What follows belongs to an exercise in optimizing a design on an open flow for small area, a short achievable clock period and few clock cycles; a production flow would make more cautious choices.
The RTL was checked by simulation tests, not by an equivalence proof against the original design.

==> fjord <==
==> flow/design.v <==
module RegFile(
    input  logic        clk,
    input  logic [3:0]  ralo_i, rblo_i,    
    input  logic [7:0]  rahi_i, rbhi_i,    
    output logic [31:0] rda_o, rdb_o,
    input  logic        we_i, wen_i,
    input  logic [4:0]  wa_i,
    input  logic [31:0] wd_i
);
    logic [31:0] rf [1:31];
    genvar k;
    generate
        for (k = 1; k < 32; k++) begin : g_row
            logic wr, hold;
            assign wr   = we_i && wa_i == k;
            assign hold = wen_i || wa_i != k;
            always_ff @(posedge clk) begin
                rf[k] <= (rf[k] & {32{hold}}) | (wd_i & {32{wr}});
            end
        end
    endgenerate
    always_comb begin
        rda_o = 32'h0;
        rdb_o = 32'h0;
        for (int i = 1; i < 32; i++) begin
            rda_o = rda_o | ({32{ralo_i[i % 4] & rahi_i[i / 4]}} & rf[i]);
            rdb_o = rdb_o | ({32{rblo_i[i % 4] & rbhi_i[i / 4]}} & rf[i]);
        end
    end
endmodule
module ALU(
    input  logic [31:0] a_i, b_i,
    input  logic [6:0]  sel_i,
    input  logic        sub_i,
    input  logic        sra_i,
    output logic [31:0] res_o
);
    logic [31:0] bx, p, g, sum;
    logic [32:0] s33;
    logic        lt, ltu;
    logic [31:0] shin, shr, shl;
    logic [32:0] shr33;
    assign bx  = b_i ^ {32{sub_i}};
    assign p   = a_i ^ bx;
    assign g   = a_i & bx;
    assign s33 = {1'b0, a_i} + {1'b0, bx} + {32'h0, sub_i};
    assign sum = s33[31:0];
    assign ltu = ~s33[32];
    assign lt  = (a_i[31] ^ b_i[31]) ? a_i[31] : sum[31];
    always_comb begin
        for (int i = 0; i < 32; i++) shin[i] = sel_i[3] ? a_i[31 - i] : a_i[i];
    end
    assign shr33 = $signed({sra_i & a_i[31], shin}) >>> b_i[4:0];
    assign shr   = shr33[31:0];
    always_comb begin
        for (int i = 0; i < 32; i++) shl[i] = shr[31 - i];
    end
    assign res_o = ({32{sel_i[0]}} & p)
                 | ({32{sel_i[1]}} & g)
                 | ({32{sel_i[2]}} & sum)
                 | ({32{sel_i[3]}} & shl)
                 | ({32{sel_i[4]}} & shr)
                 | {31'h0, (sel_i[5] & lt) | (sel_i[6] & ltu)};
endmodule
module akarin_riscv(
   input  logic        clk, rst,
   output logic [31:2] ibus_addr,
   output logic [31:0] ibus_dataD,
   input  logic [31:0] ibus_dataQ,
   output logic        ibus_read, ibus_write,
   input  logic        ibus_ready,
   output logic [3:0]  ibus_byteSel,
   output logic        wb_valid,
   output logic [31:2] wb_pc,
   output logic [4:0]  wb_rd,
   output logic [31:0] wb_data
 );
   logic [31:2] fa;
   logic        outst;
   assign ibus_read    = ibus_ready | ~outst;
   assign ibus_addr    = fa;
   assign ibus_write   = 1'b0;
   assign ibus_dataD   = 32'h0;
   assign ibus_byteSel = 4'b1111;
   always_ff @(posedge clk) begin
      if (!rst) begin
         fa    <= 30'h0;
         outst <= 1'b0;
      end else begin
         outst <= 1'b1;
         if (ibus_read) fa <= fa + 30'h1;
      end
   end
   logic [31:0] q;
   logic        isOp, isImm, okOp, okImm, f7ok;
   assign q     = ibus_dataQ;
   assign isOp  = q[6:0] == 7'b0110011;
   assign isImm = q[6:0] == 7'b0010011;
   assign f7ok  = q[31:25] == 7'h00 || q[31:25] == 7'h20;
   assign okOp  = isOp  && (f7ok || (q[14:12] != 3'b000 && q[14:12] != 3'b101));
   assign okImm = isImm && (f7ok || q[14:12] != 3'b101);
   logic        v1, w1, op1;     
   logic [4:0]  rd1;
   logic [2:0]  f3_1;
   logic [11:0] hi1;             
   logic [3:0]  ralo1, rblo1;    
   logic [7:0]  rahi1, rbhi1;    
   logic        fwa1, fwb1;      
   always_ff @(posedge clk) begin
      v1    <= rst & ibus_ready;
      w1    <= rst & ibus_ready & (okOp | okImm) & (q[11:7] != 5'h0);
      op1   <= q[5];
      rd1   <= q[11:7];
      f3_1  <= q[14:12];
      hi1   <= q[31:20];
      for (int i = 0; i < 4; i++) begin
         ralo1[i] <= q[16:15] == i;
         rblo1[i] <= q[21:20] == i;
      end
      for (int i = 0; i < 8; i++) begin
         rahi1[i] <= q[19:17] == i;
         rbhi1[i] <= q[24:22] == i;
      end
      fwa1  <= w1 && rd1 == q[19:15];
      fwb1  <= q[5] && w1 && rd1 == q[24:20];
   end
   logic [31:0] rfa, rfb, res;
   logic        w2, wn2, sub2, sra2;
   logic [4:0]  rd2;
   logic [6:0]  sel2;
   logic [31:0] a2, b2;
   RegFile rfu (
      .clk,
      .ralo_i (ralo1),
      .rahi_i (rahi1),
      .rblo_i (rblo1),
      .rbhi_i (rbhi1),
      .rda_o (rfa),
      .rdb_o (rfb),
      .we_i  (w2),
      .wen_i (wn2),
      .wa_i  (rd2),
      .wd_i  (res)
   );
   always_ff @(posedge clk) begin
      w2   <= rst & w1;
      wn2  <= ~(rst & w1);
      rd2  <= rd1;
      sel2 <= {f3_1 == 3'b011, f3_1 == 3'b010, f3_1 == 3'b101, f3_1 == 3'b001,
               f3_1 == 3'b000, f3_1 == 3'b111 || f3_1 == 3'b110,
               f3_1 == 3'b100 || f3_1 == 3'b110};
      sub2 <= (f3_1 == 3'b000) ? (op1 & hi1[10]) : (f3_1[2:1] == 2'b01);
      sra2 <= hi1[10] & (f3_1 == 3'b101);
      a2   <= fwa1 ? res : rfa;
      b2   <= fwb1 ? res : op1 ? rfb : {{20{hi1[11]}}, hi1};
   end
   ALU exu (
      .a_i   (a2),
      .b_i   (b2),
      .sel_i (sel2),
      .sub_i (sub2),
      .sra_i (sra2),
      .res_o (res)
   );
   always_ff @(posedge clk) begin
      wb_valid <= rst & w2;
      wb_rd    <= rd2;
      wb_data  <= res;
      wb_pc    <= fa - 30'd2 - {29'h0, v1};
   end
 endmodule
==> flow/flow/run.sh <==
#!/bin/bash
# Standard ORFS flow (the standard.sh, unchanged synthesis) with some
# tool settings changed:
#  - ports are buffered with buf_1 instead of the default pick (a delay cell)
#  - the resizer may swap cells of different widths
#  - clock tree: larger sink clusters, no dummy loads
set -euo pipefail
bash standard.sh MATCH_CELL_FOOTPRINT=0 \
  "BUFFER_PORTS_ARGS=-buffer_cell sky130_fd_sc_hd__buf_1" \
  "CTS_ARGS=-sink_clustering_enable -repair_clock_nets -sink_clustering_size 24 -sink_clustering_max_diameter 120 -dont_use_dummy_load" \
  finish > flow.log 2>&1
==> flow/standard.sh <==
#!/bin/bash
# synth_recipe.tcl (not shown) runs the flow's synth.tcl, then flattens the netlist and writes it again
# the make line also repeats each setting of config.mk as NAME=value (left out here)
make -C /OpenROAD-flow-scripts/flow DESIGN_CONFIG=/design/flow/config.mk WORK_HOME=/design/flow/orfs CLKGATE_MAP_FILE= SYNTH_SCRIPT=/design/flow/synth_recipe.tcl "${@:-finish}"
==> flow/config.mk <==
export PLATFORM = sky130hd
export DESIGN_NAME = akarin_riscv
export DESIGN_NICKNAME = akarin_riscv
export VERILOG_FILES = /design/flow/design.v
export SDC_FILE = /design/flow/constraint.sdc
export NUM_CORES = 4
export LEC_CHECK = 0
export CAP_MARGIN = 20
export CORE_MARGIN = 2
export CORE_UTILIZATION = 40
export PLACE_DENSITY = 0.6
export SETUP_SLACK_MARGIN = 5
export SLEW_MARGIN = 20
==> flow/constraint.sdc <==
create_clock -name core_clock -period 9.0 [get_ports {clk}]
set_input_delay 1.8000 -clock core_clock [delete_from_list [all_inputs] [get_ports {clk}]]
set_output_delay 1.8000 -clock core_clock [all_outputs]
set_load 0.01 [all_outputs]
==> inputs of pepper, as changes to fjord <==
==> flow/design.v, changed modules only <==
module RegFile(
    input  logic        clk,
    input  logic [4:0]  ra1_i, ra2_i,
    output logic [31:0] rd1_o, rd2_o,
    input  logic        we_i,
    input  logic [4:0]  wa_i,
    input  logic [31:0] wd_i
);
    logic [31:0] rf [1:31];
    genvar k;
    generate
        for (k = 1; k < 32; k++) begin : g_row
            always_ff @(posedge clk) begin
                if (we_i && wa_i == k) rf[k] <= wd_i;
            end
        end
    endgenerate
    always_comb begin
        rd1_o = 32'h0;
        rd2_o = 32'h0;
        for (int i = 1; i < 32; i++) begin
            rd1_o = rd1_o | ({32{ra1_i == i}} & rf[i]);
            rd2_o = rd2_o | ({32{ra2_i == i}} & rf[i]);
        end
    end
endmodule
module ALU(
    input  logic [31:0] a_i, b_i,
    input  logic [2:0]  f3_i,
    input  logic        sub_i,
    input  logic        sra_i,
    output logic [31:0] res_o
);
    logic [32:0] sum;
    logic        lt, ltu;
    logic [31:0] shin, shr, shl;
    logic        left;
    assign sum = {1'b0, a_i} + {1'b0, b_i ^ {32{sub_i}}} + {32'h0, sub_i};
    assign ltu = ~sum[32];
    assign lt  = (a_i[31] ^ b_i[31]) ? a_i[31] : sum[31];
    assign left = ~f3_i[2];
    always_comb begin
        for (int i = 0; i < 32; i++) shin[i] = left ? a_i[31 - i] : a_i[i];
    end
    logic [32:0] shr33;
    assign shr33 = $signed({sra_i & a_i[31] & ~left, shin}) >>> b_i[4:0];
    assign shr   = shr33[31:0];
    always_comb begin
        for (int i = 0; i < 32; i++) shl[i] = shr[31 - i];
    end
    always_comb begin
        case (f3_i)
            3'b000: res_o = sum[31:0];
            3'b001: res_o = shl;
            3'b010: res_o = {31'h0, lt};
            3'b011: res_o = {31'h0, ltu};
            3'b100: res_o = a_i ^ b_i;
            3'b101: res_o = shr;
            3'b110: res_o = a_i | b_i;
            default: res_o = a_i & b_i;
        endcase
    end
endmodule
module akarin_riscv(
   input  logic        clk, rst,
   output logic [31:2] ibus_addr,
   output logic [31:0] ibus_dataD,
   input  logic [31:0] ibus_dataQ,
   output logic        ibus_read, ibus_write,
   input  logic        ibus_ready,
   output logic [3:0]  ibus_byteSel,
   output logic        wb_valid,
   output logic [31:2] wb_pc,
   output logic [4:0]  wb_rd,
   output logic [31:0] wb_data
 );
   logic [31:2] fa;
   logic        outst;
   assign ibus_read    = ibus_ready | ~outst;
   assign ibus_addr    = fa;
   assign ibus_write   = 1'b0;
   assign ibus_dataD   = 32'h0;
   assign ibus_byteSel = 4'b1111;
   always_ff @(posedge clk) begin
      if (!rst) begin
         fa    <= 30'h0;
         outst <= 1'b0;
      end else begin
         outst <= 1'b1;
         if (ibus_read) fa <= fa + 30'h1;
      end
   end
   logic [31:0] q;
   logic        isOp, isImm, okOp, okImm, f7ok;
   assign q     = ibus_dataQ;
   assign isOp  = q[6:0] == 7'b0110011;
   assign isImm = q[6:0] == 7'b0010011;
   assign f7ok  = q[31:25] == 7'h00 || q[31:25] == 7'h20;
   assign okOp  = isOp  && (f7ok || (q[14:12] != 3'b000 && q[14:12] != 3'b101));
   assign okImm = isImm && (f7ok || q[14:12] != 3'b101);
   logic [31:0] rfa, rfb, res;
   logic        v2, w2, sub2, sra2, fwa, fwb;
   logic [4:0]  rd2;
   logic [2:0]  f3_2;
   logic [31:0] a2, b2;
   RegFile rfu (
      .clk,
      .ra1_i (q[19:15]),
      .ra2_i (q[24:20]),
      .rd1_o (rfa),
      .rd2_o (rfb),
      .we_i  (w2),
      .wa_i  (rd2),
      .wd_i  (res)
   );
   assign fwa = w2 && rd2 == q[19:15];
   assign fwb = q[5] && w2 && rd2 == q[24:20];
   always_ff @(posedge clk) begin
      v2   <= rst & ibus_ready;
      w2   <= rst & ibus_ready & (okOp | okImm) & (q[11:7] != 5'h0);
      rd2  <= q[11:7];
      f3_2 <= q[14:12];
      sub2 <= (q[14:12] == 3'b000) ? (q[5] & q[30]) : (q[14:13] == 2'b01);
      sra2 <= q[30];
      a2   <= fwa ? res : rfa;
      b2   <= fwb ? res : q[5] ? rfb : {{20{q[31]}}, q[31:20]};
   end
   ALU exu (
      .a_i   (a2),
      .b_i   (b2),
      .f3_i  (f3_2),
      .sub_i (sub2),
      .sra_i (sra2),
      .res_o (res)
   );
   always_ff @(posedge clk) begin
      wb_valid <= rst & w2;
      wb_rd    <= rd2;
      wb_data  <= res;
      wb_pc    <= fa - 30'd2;
   end
 endmodule
==> flow/run.sh (new file) <==
#!/bin/bash
# synth_recipe.tcl (not shown) runs the flow's synth.tcl, then flattens the netlist and writes it again
# the make line also repeats each setting of config.mk as NAME=value (left out here)
make -C /OpenROAD-flow-scripts/flow DESIGN_CONFIG=/design/flow/config.mk WORK_HOME=/design/flow/orfs CLKGATE_MAP_FILE= SYNTH_SCRIPT=/design/flow/synth_recipe.tcl finish
--- a/flow/config.mk
+++ b/flow/config.mk
@@ -9,5 +9,6 @@
 export CORE_MARGIN = 2
 export CORE_UTILIZATION = 40
+export CTS_BUF_LIST = sky130_fd_sc_hd__clkbuf_8
 export PLACE_DENSITY = 0.6
-export SETUP_SLACK_MARGIN = 5
+export SETUP_SLACK_MARGIN = 4.7
 export SLEW_MARGIN = 20
removed: flow/flow/run.sh
removed: flow/standard.sh
==> inputs of quartz, as changes to fjord <==
==> flow/design.v, changed modules only <==
module ALU(
    input  logic [31:0] a_i, b_i,
    input  logic [2:0]  f3_i,
    input  logic        sub_i,
    input  logic        sra_i,
    output logic [31:0] res_o
);
    logic [31:0] bx, p, g, sum;
    logic [32:0] s33;
    logic        lt, ltu, left;
    logic [31:0] shin, shr, shl;
    logic [32:0] shr33;
    logic        selP, selG, selS, selL, selR, selLt, selLtu;
    assign bx  = b_i ^ {32{sub_i}};
    assign p   = a_i ^ bx;
    assign g   = a_i & bx;
    assign s33 = {1'b0, a_i} + {1'b0, bx} + {32'h0, sub_i};
    assign sum = s33[31:0];
    assign ltu = ~s33[32];
    assign lt  = (a_i[31] ^ b_i[31]) ? a_i[31] : sum[31];
    assign left = ~f3_i[2];
    always_comb begin
        for (int i = 0; i < 32; i++) shin[i] = left ? a_i[31 - i] : a_i[i];
    end
    assign shr33 = $signed({sra_i & a_i[31] & ~left, shin}) >>> b_i[4:0];
    assign shr   = shr33[31:0];
    always_comb begin
        for (int i = 0; i < 32; i++) shl[i] = shr[31 - i];
    end
    assign selP   = f3_i == 3'b100 || f3_i == 3'b110;
    assign selG   = f3_i == 3'b111 || f3_i == 3'b110;
    assign selS   = f3_i == 3'b000;
    assign selL   = f3_i == 3'b001;
    assign selR   = f3_i == 3'b101;
    assign selLt  = f3_i == 3'b010;
    assign selLtu = f3_i == 3'b011;
    assign res_o = ({32{selP}} & p)
                 | ({32{selG}} & g)
                 | ({32{selS}} & sum)
                 | ({32{selL}} & shl)
                 | ({32{selR}} & shr)
                 | {31'h0, (selLt & lt) | (selLtu & ltu)};
endmodule
module akarin_riscv(
   input  logic        clk, rst,
   output logic [31:2] ibus_addr,
   output logic [31:0] ibus_dataD,
   input  logic [31:0] ibus_dataQ,
   output logic        ibus_read, ibus_write,
   input  logic        ibus_ready,
   output logic [3:0]  ibus_byteSel,
   output logic        wb_valid,
   output logic [31:2] wb_pc,
   output logic [4:0]  wb_rd,
   output logic [31:0] wb_data
 );
   logic [31:2] fa;
   logic        outst;
   assign ibus_read    = ibus_ready | ~outst;
   assign ibus_addr    = fa;
   assign ibus_write   = 1'b0;
   assign ibus_dataD   = 32'h0;
   assign ibus_byteSel = 4'b1111;
   always_ff @(posedge clk) begin
      if (!rst) begin
         fa    <= 30'h0;
         outst <= 1'b0;
      end else begin
         outst <= 1'b1;
         if (ibus_read) fa <= fa + 30'h1;
      end
   end
   logic [31:0] q;
   logic        isOp, isImm, okOp, okImm, f7ok;
   assign q     = ibus_dataQ;
   assign isOp  = q[6:0] == 7'b0110011;
   assign isImm = q[6:0] == 7'b0010011;
   assign f7ok  = q[31:25] == 7'h00 || q[31:25] == 7'h20;
   assign okOp  = isOp  && (f7ok || (q[14:12] != 3'b000 && q[14:12] != 3'b101));
   assign okImm = isImm && (f7ok || q[14:12] != 3'b101);
   logic        v1, w1, op1;     
   logic [4:0]  rd1;
   logic [2:0]  f3_1;
   logic [11:0] hi1;             
   logic [3:0]  ralo1, rblo1;    
   logic [7:0]  rahi1, rbhi1;    
   logic        fwa1, fwb1;      
   always_ff @(posedge clk) begin
      v1    <= rst & ibus_ready;
      w1    <= rst & ibus_ready & (okOp | okImm) & (q[11:7] != 5'h0);
      op1   <= q[5];
      rd1   <= q[11:7];
      f3_1  <= q[14:12];
      hi1   <= q[31:20];
      for (int i = 0; i < 4; i++) begin
         ralo1[i] <= q[16:15] == i;
         rblo1[i] <= q[21:20] == i;
      end
      for (int i = 0; i < 8; i++) begin
         rahi1[i] <= q[19:17] == i;
         rbhi1[i] <= q[24:22] == i;
      end
      fwa1  <= w1 && rd1 == q[19:15];
      fwb1  <= q[5] && w1 && rd1 == q[24:20];
   end
   logic [31:0] rfa, rfb, res;
   logic        w2, wn2, sub2, sra2;
   logic [4:0]  rd2;
   logic [2:0]  f3_2;
   logic [31:0] a2, b2;
   RegFile rfu (
      .clk,
      .ralo_i (ralo1),
      .rahi_i (rahi1),
      .rblo_i (rblo1),
      .rbhi_i (rbhi1),
      .rda_o (rfa),
      .rdb_o (rfb),
      .we_i  (w2),
      .wen_i (wn2),
      .wa_i  (rd2),
      .wd_i  (res)
   );
   always_ff @(posedge clk) begin
      w2   <= rst & w1;
      wn2  <= ~(rst & w1);
      rd2  <= rd1;
      f3_2 <= f3_1;
      sub2 <= (f3_1 == 3'b000) ? (op1 & hi1[10]) : (f3_1[2:1] == 2'b01);
      sra2 <= hi1[10];
      a2   <= fwa1 ? res : rfa;
      b2   <= fwb1 ? res : op1 ? rfb : {{20{hi1[11]}}, hi1};
   end
   ALU exu (
      .a_i   (a2),
      .b_i   (b2),
      .f3_i  (f3_2),
      .sub_i (sub2),
      .sra_i (sra2),
      .res_o (res)
   );
   always_ff @(posedge clk) begin
      wb_valid <= rst & w2;
      wb_rd    <= rd2;
      wb_data  <= res;
      wb_pc    <= fa - 30'd2 - {29'h0, v1};
   end
 endmodule
==> flow/flow/run.sh (replaced) <==
#!/bin/bash
# Standard ORFS flow (the standard.sh, unchanged synthesis) with some
# tool settings changed:
#  - ports are buffered with buf_1 instead of the default pick (a delay cell)
#  - the resizer may swap cells of different widths
#  - clock tree: clkbuf_8 buffers, sink clusters of 16, no dummy loads
set -euo pipefail
bash standard.sh MATCH_CELL_FOOTPRINT=0 \
  "BUFFER_PORTS_ARGS=-buffer_cell sky130_fd_sc_hd__buf_1" \
  "CTS_ARGS=-sink_clustering_enable -repair_clock_nets -sink_clustering_size 16 -sink_clustering_max_diameter 80 -dont_use_dummy_load -buf_list sky130_fd_sc_hd__clkbuf_8" \
  finish > flow.log 2>&1
==> summary.txt <==
- Max-cap violations: 1
- Area delta synth->final: 6.768%
- #FFs+latches synth: 1216
- Least-Margin Pin Slew: 1557 ps
- Blocking Checks: max-capacitance violations, max-slew violations
- Pins over their slew limit: 3
- Worst-path clk slew: 110 ps
- Simple-gate portion of the synthesized area: 0.1324
- Status: failed layout checks
(the above is from quartz)
==> summary.txt <==
- Worst-path clk slew: 70 ps
- Simple-gate portion of the synthesized area: 0.09828
- Status: finished clean
- Pins over their slew limit: 0
- Max-cap violations: 0
- #FFs+latches synth: 1166
- Least-Margin Pin Slew: 1198 ps
(the above is from pepper)
==> summary.txt <==
- Worst-path clk slew: 90 ps
- Simple-gate portion of the synthesized area: 0.1394
- DP Worst Slack: 4436 ps
- Synth top cells by count: dfxtp_1, nand2_1, o21ai_1, clkbuf_1, a22o_1
- Post-DP HPWL: 174.4 mm
- CTS Buf Count: 58
- CTS resizes: 18
- Least-Margin Pin Slew: 1340 ps
- #FFs+latches synth: 1220
- Pins over their slew limit: 0
- Status: finished clean
- Area delta synth->final: 7.097%
- XOR/XNOR Fraction of Synth Area: 0.01754
(the above is from fjord)
Testbench counts of fjord, summed over its fixed seeds: cycles 42,063.
Testbench counts of pepper, summed over its fixed seeds: cycles 42,055.
Testbench counts of quartz, summed over its fixed seeds: cycles 42,063.

==> port drivers added, routing unchanged <==
The flow's constraints put no driver on any port. The routed layouts listed below were extracted and timed again, unchanged, in two steps. Step 1: set_driving_cell puts a clkbuf_16 on clk and a buf_2 on each other input, an assumption about the parent block. Step 2, shift: input delay + t, output delay - t, t = (earliest + latest rising clock arrival at the registers) / 2. This alone moves slack from input paths to output paths. Slacks: ideal / step 1 / step 2; pairs: ideal / step 1.
run	shift t [ns]	slack for setup (ns)	clock arrival spread, ns
fjord	0.824	5.015 / 4.977 / 4.496	0.058 / 0.058
pepper	1.030	4.382 / 4.424 / 3.395	0.072 / 0.073
quartz	0.972	5.001 / 5.001 / 5.001	0.108 / 0.109
For pepper, which loses most, drivers alone change the setup slack by +0.042 ns; drivers and shift together by -0.987 ns.
